From an optimization exercise on the open Yosys and OpenROAD flow, aimed at small area and a short achievable clock period; shortcuts taken in it are not production practice. In this exercise RTL edits were held to simulation tests only and were not proved equivalent to the original. Power figures rest on the tool's default switching activity, not on a simulated workload.

==> branch onyx: inputs <==
==> flow/design.v <==
module ALU(A, B, op, Y);
    input [31:0] A, B;
    input [4:0] op;            
    output [31:0] Y;
    wire inv = op[1] | op[2];
    wire [31:0] sum = A + (B ^ {32{inv}}) + {31'b0, inv};
    wire lt = (A[31] ^ B[31]) ? A[31] : sum[31];
    wire [31:0] o = A | B;
    wire is_and = ~(|op);
    assign Y = ({32{op[0] | op[1]}} & sum)
             | {31'b0, op[2] & lt}
             | ({32{op[3]}} & ~o)
             | ({32{op[4]}} & o)
             | ({32{is_and}} & (A & B));
endmodule
module ALUController(is_r, is_mem, f3, f7, alu_op);
    input is_r, is_mem;
    input [2:0] f3;
    input [6:0] f7;
    output [4:0] alu_op;
    wire sub7 = (f7 == 7'b0100000);
    wire alt  = is_mem | (is_r & (f7 != 7'b0000000));    
    wire f000 = (f3 == 3'b000);
    wire f010 = (f3 == 3'b010);
    assign alu_op[1] = f000 & is_r & sub7;
    assign alu_op[0] = (f000 & ~(is_r & sub7)) | (f010 & alt);
    assign alu_op[2] = f010 & ~alt;
    assign alu_op[3] = (f3 == 3'b100) & ~alt;
    assign alu_op[4] = (f3 == 3'b110);
endmodule
module Controller(instr, reg_write, alu_src, mem2reg, mem_read, mem_write, alu_op);
    input [31:0] instr;
    output reg_write, alu_src, mem2reg, mem_read, mem_write;
    output [4:0] alu_op;
    wire [6:0] opcode = instr[6:0];
    wire [2:0] f3 = instr[14:12];
    wire [6:0] f7 = instr[31:25];
    wire is_r  = (opcode == 7'b0110011);
    wire is_i  = (opcode == 7'b0010011);
    wire is_ld = (opcode == 7'b0000011);
    wire is_st = (opcode == 7'b0100011);
    assign reg_write = is_r | is_i | is_ld;
    assign alu_src   = is_i | is_ld | is_st;
    assign mem2reg   = is_ld;
    assign mem_read  = is_ld;
    assign mem_write = is_st;
    ALUController ac (.is_r(is_r), .is_mem(is_ld | is_st), .f3(f3), .f7(f7), .alu_op(alu_op));
endmodule
module FlipFlop(clk, reset, q);
    input clk;
    input reset;
    output [7:0] q;
    reg [5:0] word;
    always @(posedge clk)
        if (reset)
            word <= 6'b0;
        else
            word <= word + 6'd1;
    assign q = {word, 2'b00};
endmodule
module ImmGen(instr, imm);
    input [31:0] instr;
    output [31:0] imm;
    wire is_st = (instr[6:0] == 7'b0100011);
    assign imm = {{20{instr[31]}}, instr[31:25], is_st ? instr[11:7] : instr[24:20]};
endmodule
module Mux(S, D1, D2, Y);
    input S;
    input [31:0] D1;
    input [31:0] D2;
    output [31:0] Y;
    assign Y = S ? D2 : D1;
endmodule
module RegFile(clk, reset, we, waddr, wdata, ra1, ra2, rd1, rd2);
    input clk, reset;
    input we;
    input [4:0] waddr, ra1, ra2;
    input [31:0] wdata;
    output reg [31:0] rd1, rd2;
    reg [31:0] mem [0:31];
    reg [31:0] valid;
    wire [31:0] wsel = {32{we}} & (32'b1 << waddr);
    wire [31:0] s1 = (32'b1 << ra1) & valid;
    wire [31:0] s2 = (32'b1 << ra2) & valid;
    genvar g;
    generate
        for (g = 0; g < 32; g = g + 1) begin : regs
            always @(posedge clk)
                if (wsel[g])
                    mem[g] <= wdata;
        end
    endgenerate
    always @(posedge clk or posedge reset)
        if (reset)
            valid <= 32'b0;
        else
            valid <= valid | wsel;
    integer k;
    always @(*) begin
        rd1 = 32'b0;
        rd2 = 32'b0;
        for (k = 0; k < 32; k = k + 1) begin
            rd1 = rd1 | (mem[k] & {32{s1[k]}});
            rd2 = rd2 | (mem[k] & {32{s2[k]}});
        end
    end
endmodule
module data_path(clk, reset, instr, read_data, reg_write, alu_src, mem2reg, alu_op, pc, result, reg2);
    input clk, reset;
    input [31:0] instr, read_data;
    input reg_write, alu_src, mem2reg;
    input [4:0] alu_op;
    output [7:0] pc;
    output [31:0] result;
    output [31:0] reg2;
    wire [31:0] reg1, imm, alu_b, wb;
    FlipFlop PC (.clk(clk), .reset(reset), .q(pc));
    RegFile RF (.clk(clk), .reset(reset), .we(reg_write), .waddr(instr[11:7]), .wdata(wb),
                .ra1(instr[19:15]), .ra2(instr[24:20]), .rd1(reg1), .rd2(reg2));
    ImmGen IG (.instr(instr), .imm(imm));
    Mux m1 (.S(alu_src), .D1(reg2), .D2(imm), .Y(alu_b));
    ALU alu (.A(reg1), .B(alu_b), .op(alu_op), .Y(result));
    Mux m2 (.S(mem2reg), .D1(result), .D2(read_data), .Y(wb));
endmodule
module processor(clk, reset, instr, read_data, pc, Result, mem_read, mem_write, write_data);
    input clk, reset;
    input [31:0] instr;
    input [31:0] read_data;
    output [7:0] pc;
    output [31:0] Result;
    output mem_read, mem_write;
    output [31:0] write_data;
    wire reg_write, alu_src, mem2reg;
    wire [4:0] alu_op;
    Controller ctrl (.instr(instr), .reg_write(reg_write), .alu_src(alu_src), .mem2reg(mem2reg),
                     .mem_read(mem_read), .mem_write(mem_write), .alu_op(alu_op));
    data_path dp (.clk(clk), .reset(reset), .instr(instr), .read_data(read_data),
                  .reg_write(reg_write), .alu_src(alu_src), .mem2reg(mem2reg), .alu_op(alu_op),
                  .pc(pc), .result(Result), .reg2(write_data));
endmodule
==> flow/run.sh <==
#!/bin/bash
# synth_recipe.tcl (not shown) runs the flow's synth.tcl, then flattens the netlist and writes it again
# the make line also repeats each setting of config.mk as NAME=value (left out here)
make -C /OpenROAD-flow-scripts/flow DESIGN_CONFIG=/design/flow/config.mk WORK_HOME=/design/flow/orfs CLKGATE_MAP_FILE= SYNTH_SCRIPT=/design/flow/synth_recipe.tcl finish
==> flow/config.mk <==
export PLATFORM = sky130hd
export DESIGN_NAME = processor
export DESIGN_NICKNAME = processor
export VERILOG_FILES = /design/flow/design.v
export SDC_FILE = /design/flow/constraint.sdc
export NUM_CORES = 4
export LEC_CHECK = 0
export CAP_MARGIN = 20
export CORE_MARGIN = 2
export CORE_UTILIZATION = 33
export SETUP_SLACK_MARGIN = 0.3
export SLEW_MARGIN = 20
==> flow/constraint.sdc <==
create_clock -name core_clock -period 11.0 [get_ports {clk}]
set_input_delay 2.2000 -clock core_clock [delete_from_list [all_inputs] [get_ports {clk}]]
set_output_delay 2.2000 -clock core_clock [all_outputs]
set_load 0.01 [all_outputs]
==> branch indigo: changes against branch onyx <==
==> flow/design.v, changed modules only <==
module ALU(A, B, op, Y);
    input [31:0] A, B;
    input [4:0] op;            
    output [31:0] Y;
    wire inv = op[1] | op[2];
    wire addsub = op[0] | op[1];
    wire is_and = ~(|op);
    wire [31:0] Bx = B ^ {32{inv}};
    wire [32:0] g0 = {A & Bx, inv};
    wire [32:0] p0 = {A ^ Bx, 1'b0};
    wire [32:0] g1, p1, g2, p2, g3, p3, g4, p4, g5, p5, g6;
    genvar k;
    generate
        for (k = 0; k < 33; k = k + 1) begin : pre
            if (k >= 1)  begin assign g1[k] = g0[k] | (p0[k] & g0[k-1]);  assign p1[k] = p0[k] & p0[k-1];  end
            else         begin assign g1[k] = g0[k];                      assign p1[k] = p0[k];             end
            if (k >= 2)  begin assign g2[k] = g1[k] | (p1[k] & g1[k-2]);  assign p2[k] = p1[k] & p1[k-2];  end
            else         begin assign g2[k] = g1[k];                      assign p2[k] = p1[k];             end
            if (k >= 4)  begin assign g3[k] = g2[k] | (p2[k] & g2[k-4]);  assign p3[k] = p2[k] & p2[k-4];  end
            else         begin assign g3[k] = g2[k];                      assign p3[k] = p2[k];             end
            if (k >= 8)  begin assign g4[k] = g3[k] | (p3[k] & g3[k-8]);  assign p4[k] = p3[k] & p3[k-8];  end
            else         begin assign g4[k] = g3[k];                      assign p4[k] = p3[k];             end
            if (k >= 16) begin assign g5[k] = g4[k] | (p4[k] & g4[k-16]); assign p5[k] = p4[k] & p4[k-16]; end
            else         begin assign g5[k] = g4[k];                      assign p5[k] = p4[k];             end
            if (k >= 32) begin assign g6[k] = g5[k] | (p5[k] & g5[k-32]); end
            else         begin assign g6[k] = g5[k];                      end
        end
    endgenerate
    wire [31:0] c = g6[31:0];           
    wire [31:0] p = p0[32:1];
    wire [31:0] o = A | B;
    wire [31:0] rest = ({32{op[3]}} & ~o) | ({32{op[4]}} & o) | ({32{is_and}} & (A & B));
    wire [31:0] y0 = ({32{addsub}} &  p) | rest;
    wire [31:0] y1 = ({32{addsub}} & ~p) | rest;
    wire [31:0] yc = (c & y1) | (~c & y0);
    wire lt = (A[31] ^ B[31]) ? A[31] : (p[31] ^ c[31]);
    assign Y = {yc[31:1], yc[0] | (op[2] & lt)};
endmodule
module RegFile(clk, reset, we, waddr, wdata, ra1, ra2, rd1, rd2);
    input clk, reset;
    input we;
    input [4:0] waddr, ra1, ra2;
    input [31:0] wdata;
    output reg [31:0] rd1, rd2;
    reg [31:0] mem [0:31];
    wire [31:0] wsel = {32{reset}} | ({32{we}} & (32'b1 << waddr));
    wire [31:0] wbits = ~(wdata & {32{~reset}});
    wire [31:0] s1 = 32'b1 << ra1;
    wire [31:0] s2 = 32'b1 << ra2;
    genvar g;
    generate
        for (g = 0; g < 32; g = g + 1) begin : regs
            always @(posedge clk)
                if (wsel[g])
                    mem[g] <= wbits;
        end
    endgenerate
    integer k;
    always @(*) begin
        rd1 = 32'b0;
        rd2 = 32'b0;
        for (k = 0; k < 32; k = k + 1) begin
            rd1 = rd1 | (~mem[k] & {32{s1[k]}});
            rd2 = rd2 | (~mem[k] & {32{s2[k]}});
        end
    end
endmodule
==> flow/flow/run.sh (new file) <==
#!/bin/bash
# Layout flow: the standard ORFS flow (standard.sh), with the standard synthesis unchanged.
# The only change: the input and output ports are buffered with a plain buffer cell
# (sky130_fd_sc_hd__buf_4) rather than the delay cell buffer_ports picks by default.
# Each step's full output goes to a log file of its own in this folder.
set -euo pipefail
cd "$(dirname "${BASH_SOURCE[0]}")/.."
bash standard.sh synth > log_synth.txt 2>&1
bash standard.sh "BUFFER_PORTS_ARGS=-buffer_cell sky130_fd_sc_hd__buf_4" finish > log_layout.txt 2>&1
==> flow/standard.sh (new file) <==
#!/bin/bash
# synth_recipe.tcl (not shown) runs the flow's synth.tcl, then flattens the netlist and writes it again
# the make line also repeats each setting of config.mk as NAME=value (left out here)
make -C /OpenROAD-flow-scripts/flow DESIGN_CONFIG=/design/flow/config.mk WORK_HOME=/design/flow/orfs CLKGATE_MAP_FILE= SYNTH_SCRIPT=/design/flow/synth_recipe.tcl "${@:-finish}"
- ABC_AREA: unset -> 1
- CAP_MARGIN: 20 -> 30
- CORE_UTILIZATION: 33 -> 45
- PLACE_DENSITY: unset -> 0.7
- SETUP_SLACK_MARGIN: 0.3 -> 5
- SLEW_MARGIN: 20 -> 30
- TNS_END_PERCENT: unset -> 0
removed: flow/run.sh
==> branch harbor: changes against branch onyx <==
==> flow/design.v, changed modules only <==
module ALU(A, B, op, Y);
    input [31:0] A, B;
    input [4:0] op;            
    output [31:0] Y;
    wire inv = op[1] | op[2];
    wire addsub = op[0] | op[1];
    wire is_and = ~(|op);
    wire [31:0] Bx = B ^ {32{inv}};
    wire [32:0] g0 = {A & Bx, inv};
    wire [32:0] p0 = {A ^ Bx, 1'b0};
    wire [32:0] g1, p1, g2, p2, g3, p3, g4, p4, g5, p5, g6;
    genvar k;
    generate
        for (k = 0; k < 33; k = k + 1) begin : pre
            if (k >= 1)  begin assign g1[k] = g0[k] | (p0[k] & g0[k-1]);  assign p1[k] = p0[k] & p0[k-1];  end
            else         begin assign g1[k] = g0[k];                      assign p1[k] = p0[k];             end
            if (k >= 2)  begin assign g2[k] = g1[k] | (p1[k] & g1[k-2]);  assign p2[k] = p1[k] & p1[k-2];  end
            else         begin assign g2[k] = g1[k];                      assign p2[k] = p1[k];             end
            if (k >= 4)  begin assign g3[k] = g2[k] | (p2[k] & g2[k-4]);  assign p3[k] = p2[k] & p2[k-4];  end
            else         begin assign g3[k] = g2[k];                      assign p3[k] = p2[k];             end
            if (k >= 8)  begin assign g4[k] = g3[k] | (p3[k] & g3[k-8]);  assign p4[k] = p3[k] & p3[k-8];  end
            else         begin assign g4[k] = g3[k];                      assign p4[k] = p3[k];             end
            if (k >= 16) begin assign g5[k] = g4[k] | (p4[k] & g4[k-16]); assign p5[k] = p4[k] & p4[k-16]; end
            else         begin assign g5[k] = g4[k];                      assign p5[k] = p4[k];             end
            if (k >= 32) begin assign g6[k] = g5[k] | (p5[k] & g5[k-32]); end
            else         begin assign g6[k] = g5[k];                      end
        end
    endgenerate
    wire [31:0] c = g6[31:0];           
    wire [31:0] p = p0[32:1];
    wire [31:0] o = A | B;
    wire [31:0] rest = ({32{op[3]}} & ~o) | ({32{op[4]}} & o) | ({32{is_and}} & (A & B));
    wire [31:0] y0 = ({32{addsub}} &  p) | rest;
    wire [31:0] y1 = ({32{addsub}} & ~p) | rest;
    wire [31:0] yc = (c & y1) | (~c & y0);
    wire lt = (A[31] ^ B[31]) ? A[31] : (p[31] ^ c[31]);
    assign Y = {yc[31:1], yc[0] | (op[2] & lt)};
endmodule
module RegFile(clk, reset, we, waddr, wdata, ra1, ra2, rd1, rd2);
    input clk, reset;
    input we;
    input [4:0] waddr, ra1, ra2;
    input [31:0] wdata;
    output reg [31:0] rd1, rd2;
    reg [31:0] mem [0:31];
    wire [31:0] wsel = {32{reset}} | ({32{we}} & (32'b1 << waddr));
    wire [31:0] wbits = ~(wdata & {32{~reset}});
    wire [31:0] s1 = 32'b1 << ra1;
    wire [31:0] s2 = 32'b1 << ra2;
    genvar g;
    generate
        for (g = 0; g < 32; g = g + 1) begin : regs
            always @(posedge clk)
                if (wsel[g])
                    mem[g] <= wbits;
        end
    endgenerate
    integer k;
    always @(*) begin
        rd1 = 32'b0;
        rd2 = 32'b0;
        for (k = 0; k < 32; k = k + 1) begin
            rd1 = rd1 | (~mem[k] & {32{s1[k]}});
            rd2 = rd2 | (~mem[k] & {32{s2[k]}});
        end
    end
endmodule
==> flow/flow/run.sh (new file) <==
#!/bin/bash
# Layout flow: the standard ORFS flow (standard.sh), with the standard synthesis unchanged.
# The only change: the input and output ports are buffered with a plain buffer cell
# (sky130_fd_sc_hd__buf_4) rather than the delay cell buffer_ports picks by default.
# Each step's full output goes to a log file of its own in this folder.
set -euo pipefail
cd "$(dirname "${BASH_SOURCE[0]}")/.."
bash standard.sh synth > log_synth.txt 2>&1
bash standard.sh "BUFFER_PORTS_ARGS=-buffer_cell sky130_fd_sc_hd__buf_4" finish > log_layout.txt 2>&1
==> flow/standard.sh (new file) <==
#!/bin/bash
# synth_recipe.tcl (not shown) runs the flow's synth.tcl, then flattens the netlist and writes it again
# the make line also repeats each setting of config.mk as NAME=value (left out here)
make -C /OpenROAD-flow-scripts/flow DESIGN_CONFIG=/design/flow/config.mk WORK_HOME=/design/flow/orfs CLKGATE_MAP_FILE= SYNTH_SCRIPT=/design/flow/synth_recipe.tcl "${@:-finish}"
- ABC_AREA: unset -> 1
- CAP_MARGIN: 20 -> 30
- CORE_UTILIZATION: 33 -> 45
- SETUP_SLACK_MARGIN: 0.3 -> 5
- SLEW_MARGIN: 20 -> 30
- TNS_END_PERCENT: unset -> 0
removed: flow/run.sh
==> summary of the runs <==
Branch onyx completed with no timing, DRC or antenna violations. Branch harbor completed with no timing, DRC or antenna violations. Branch indigo finished with timing, DRC and antenna clean.
Power: branch harbor > branch indigo > branch onyx.
Final cell count, lowest first: branch indigo, branch harbor, branch onyx.
Sequential power: branch harbor is higher than branch onyx (about 7%).
Against branch indigo, the sequential cell count of branch onyx is higher by 32.
Design area: branch harbor > branch onyx > branch indigo.
First-iteration DRC count, highest first: branch indigo, branch onyx, branch harbor.
Die area: branch onyx is larger than branch harbor (about 40%).
Sequential share of layout area: branch onyx > branch indigo > branch harbor.
Hold slack: branch onyx is higher than branch harbor (3.8 ps).
Fmax: branch harbor > branch indigo > branch onyx.
==> figures <==
| metric | branch harbor | branch indigo | branch onyx |
|---|---|---|---|
| Proportion of synthesized flip-flops having asynchronous set or reset | 0 | 0 | 0.03013 |
| Final clock period utilization by the worst path | 0.7685 | 0.7798 | 0.9767 |
| Clock insertion delay at the later pin of the skew report | 750 ps | 710 ps | 830 ps |
| Worst flop-to-flop path endpoint | dp.RF.mem[27][30] | dp.RF.mem[10][24] | dp.RF.mem[6][13] |
| Routed WL per cell | 43.96 µm | 42.26 µm | 47.51 µm |
| Non-clock buffer instance count of the final layout | 686 | 652 | 694 |
| WL met3 | 56.06 mm | 55.64 mm | 52.84 mm |
| Sequential group power | 4770 µW | 4790 µW | 4460 µW |
| Area added between synthesis and finish | 27.68% | 26.17% | 23.79% |
| Die height | 333.6 µm | 333.6 µm | 394.6 µm |
| Outcome | complete, no violations | complete, no violations | complete, no violations |
| Vias in the first global route | 43140 | 43390 | 43740 |
| Critical Path Stages | 19 | 23 | 21 |
| Area of the core | 107400 µm² | 107400 µm² | 151700 µm² |
| Worst reg-to-reg path cell count | 22 | 20 | 21 |
| Number of inserted filler cells in the final layout | 8781 | 8512 | 14310 |
| Switching share of total power | 0.2856 | 0.2745 | 0.2417 |
| Clock share of power | 0.376 | 0.369 | 0.446 |
| CP bufs+invs | 5 | 7 | 6 |
| Power attributed to the clock group | 3760 µW | 3610 µW | 4080 µW |
| Routed wl met2 | 105.4 mm | 99.91 mm | 124.0 mm |
| Via count of the routed design | 48670 | 49410 | 47590 |

==> re-timing with driven ports <==
No port has a modelled driver above. Below, the same layouts with a new extraction and two added sets of constraints.
Step 1: set_driving_cell puts a clkbuf_16 on clk and a buf_2 on each other input, an assumption about the parent block.
Step 2 times the ports against the registers' clock, not the clock port: input delays grow and output delays shrink by t, the midpoint of the rising clock arrivals with the driver on.
a / b / c = ideal ports / drivers / drivers and shift; a / b = the first two.
| run | t, ns | setup WS [ns] | hold WS [ns] | worst register clock-pin slew, ns | pins driven straight from the clock port |
|---|---|---|---|---|---|
| branch onyx | 0.878 | 0.257 / 0.229 / 0.229 | 0.464 / 0.464 / 0.464 | 0.07 / 0.07 | 1 |
| branch indigo | 0.766 | 2.422 / 2.337 / 2.337 | 0.476 / 0.476 / 0.476 | 0.08 / 0.08 | 1 |
| branch harbor | 0.802 | 2.546 / 2.380 / 2.380 | 0.460 / 0.460 / 0.460 | 0.07 / 0.07 | 1 |
After both steps every run listed still meets setup and hold. The setup slack of branch harbor, which loses most, moves by -0.166 ns with the drivers and by -0.166 ns with both steps.
